What follows belongs to an exercise in optimizing a design on an open flow for small area; a production flow would make more cautious choices. At most, simulation tests tie the RTL to the original design; equivalence was not proved. Power figures rest on the tool's default switching activity, not on a simulated workload.

## run E
Design top_fan, start of the top module:
module top_fan(
    input clk, reset_p,
    input [5:0] btn, input [1:0] sw,
    input adc_eoc, input [6:0] adc_do,
    input dht11_in, output dht11_drive,
    input echo, output trig,
    output motor_pwm, output led_pwm, output servo_pwm,
    output [13:0] led,
    output buzz,
    output [3:0] an, output [6:0] seg
    );
For scale: ~220 flip-flops, about 51 I/O pins, ~0.011 mm^2 of cells after synthesis.
clock: 10.0 ns
lec_check: 0
cap_margin: 20
core_margin: 2
core_utilization: 40
slew_margin: 20
standard.sh (not shown) runs the stock make flow with config.mk's settings and CLKGATE_MAP_FILE= SYNTH_SCRIPT=/design/flow/synth_recipe.tcl, a recipe that flattens the netlist after the stock synthesis.
==> flow/flow/run.sh <==
#!/bin/bash
# Layout flow: the standard flow (standard.sh), with an area-oriented ABC
# mapping script in synthesis and flow settings passed to make below.
# Synthesis is the standard flow's own script (synth_recipe.tcl) with only the ABC script
# swapped, so the registers are the same as the standard synthesis.
set -euo pipefail
here=$(pwd)
{
  cat <<'EOT'
proc abc {args} {
  set i [lsearch -exact $args -script]
  if {$i >= 0} { lset args [expr {$i+1}] $::env(AREA_ABC_SCRIPT) }
  yosys abc {*}$args
}
EOT
  cat "$here/synth_recipe.tcl"
} > "$here/area_synth.tcl"
export AREA_ABC_SCRIPT="$here/flow/abc_area.script"
bash standard.sh SYNTH_SCRIPT="$here/area_synth.tcl" CORE_UTILIZATION=65 BUFFER_PORTS_ARGS='-buffer_cell sky130_fd_sc_hd__buf_1' CTS_ARGS='-sink_clustering_enable -repair_clock_nets -dont_use_dummy_load -buf_list sky130_fd_sc_hd__clkbuf_8 -sink_clustering_size 14 -sink_clustering_max_diameter 60' finish > "$here/flow_make.log" 2>&1
==> flow/flow/abc_area.script <==
strash
ifraig
dc2
dch -f
amap -F 4 -A 8
strash
dc2
dch -f
amap -F 4 -A 8
topo
Run E went all the way through the flow, and no timing, DRC or antenna check failed.
Input changes introduced in run C (baseline for comparison: run E):
-- flow/flow/run.sh --
<<< run E, line 17
} > "$here/area_synth.tcl"
export AREA_ABC_SCRIPT="$here/flow/abc_area.script"
bash standard.sh SYNTH_SCRIPT="$here/area_synth.tcl" CORE_UTILIZATION=65 BUFFER_PORTS_ARGS='-buffer_cell sky130_fd_sc_hd__buf_1' CTS_ARGS='-sink_clustering_enable -repair_clock_nets -dont_use_dummy_load -buf_list sky130_fd_sc_hd__clkbuf_8 -sink_clustering_size 14 -sink_clustering_max_diameter 60' finish > "$here/flow_make.log" 2>&1
>>> run C, line 17
} > "$here/area_synth.tcl"
export AREA_ABC_SCRIPT="$here/flow/abc_area.script"
bash standard.sh SYNTH_SCRIPT="$here/area_synth.tcl" CORE_UTILIZATION=65 BUFFER_PORTS_ARGS='-buffer_cell sky130_fd_sc_hd__buf_1' CTS_ARGS='-sink_clustering_enable -repair_clock_nets -dont_use_dummy_load -buf_list sky130_fd_sc_hd__clkbuf_16 -sink_clustering_size 25 -sink_clustering_max_diameter 80' finish > "$here/flow_make.log" 2>&1
[summary]
As far as initial antenna violation count goes, run E and run C are indistinguishable; the numbers are identical. Min power spent charging and discharging nets across run C and run E: run C. met3 demand-to-capacity share in global routing for run C: 0.30 points down relative to run E. Wire length of the first global-routing pass: lower on run C. Clock buffer count in the final layout is higher on run E. Number of cells on the worst hold path came out exactly the same in run C and run E. Going from run E to run C, number of global-route vias before repair decreased by 0.47% relative to the old numbers; sequential share of layout area decreased by 0.25 points relative to the old numbers; clock share of power increased by 2.2 points relative to the old numbers.
Function was not checked in any run of this note: the RTL went through the layout flow alone.

* * *

Another version of the RTL of top_fan (not shown whole).
Size: roughly 1300 cells after synthesis, ~51 I/O pins, ~11000 sq um of cells after synthesis.
export LEC_CHECK = 0
export CAP_MARGIN = 20
export CORE_MARGIN = 2
export CORE_UTILIZATION = 40
export SLEW_MARGIN = 20
create_clock -name core_clock -period 10.0 [get_ports {clk}]
==> flow/flow/run.sh <==
#!/bin/bash
# Layout flow: the standard flow (standard.sh), with an area-oriented ABC
# mapping script in synthesis and flow settings passed to make below.
# Synthesis is the standard flow's own script (synth_recipe.tcl) with only the ABC script
# swapped, so the registers are the same as the standard synthesis.
set -euo pipefail
here=$(pwd)
{
  cat <<'EOT'
proc abc {args} {
  set i [lsearch -exact $args -script]
  if {$i >= 0} { lset args [expr {$i+1}] $::env(AREA_ABC_SCRIPT) }
  yosys abc {*}$args
}
EOT
  cat "$here/synth_recipe.tcl"
} > "$here/area_synth.tcl"
export AREA_ABC_SCRIPT="$here/flow/abc_area.script"
bash standard.sh SYNTH_SCRIPT="$here/area_synth.tcl" BUFFER_PORTS_ARGS='-buffer_cell sky130_fd_sc_hd__buf_1' CTS_ARGS='-sink_clustering_enable -repair_clock_nets -dont_use_dummy_load' finish > "$here/flow_make.log" 2>&1
==> flow/flow/abc_area.script <==
strash
dc2
dch -f
amap
strash
dc2
dch -f
amap
topo
The baseline completed with no timing, DRC or antenna violations.
Edit:
--- a/flow/flow/run.sh
+++ b/flow/flow/run.sh
@@ -19 +19 @@
-bash standard.sh SYNTH_SCRIPT="$here/area_synth.tcl" BUFFER_PORTS_ARGS='-buffer_cell sky130_fd_sc_hd__buf_1' CTS_ARGS='-sink_clustering_enable -repair_clock_nets -dont_use_dummy_load' finish > "$here/flow_make.log" 2>&1
+bash standard.sh SYNTH_SCRIPT="$here/area_synth.tcl"  finish > "$here/flow_make.log" 2>&1
Effect: Clock-buffer cell count rises by 15; worst hold slack loses 0.0041 ns; sequential power barely changes; total power grows by 10%; routed wire length went up by 1.2%; design area went up by about 4.4%; synthesized cell count is unchanged; flip-flop and latch count does not change; via count is about the same; non-clock buffer count increases by 3; area after synthesis is unchanged.
Edit:
==> flow/run.sh (new file) <==
#!/bin/bash
# synth_recipe.tcl (not shown) runs the flow's synth.tcl, then flattens the netlist and writes it again
# the make line also repeats each setting of config.mk as NAME=value (left out here)
make -C /OpenROAD-flow-scripts/flow DESIGN_CONFIG=/design/flow/config.mk WORK_HOME=/design/flow/orfs CLKGATE_MAP_FILE= SYNTH_SCRIPT=/design/flow/synth_recipe.tcl finish
removed: flow/flow/run.sh
removed: flow/flow/abc_area.script
removed: flow/standard.sh
Die area rose by 6.4%.
Synthesized cell count decreases by about 1.5%.
Register-to-register slack gains 0.36 ns.
First-iteration DRC count fell by about 8%.
Design area climbs by 4.4%.
Via count came out lower by 1.8%.
Worst setup slack improved by 0.36 ns.
Total power is lower by about 5%.
Hold slack is better by 0.0031 ns.
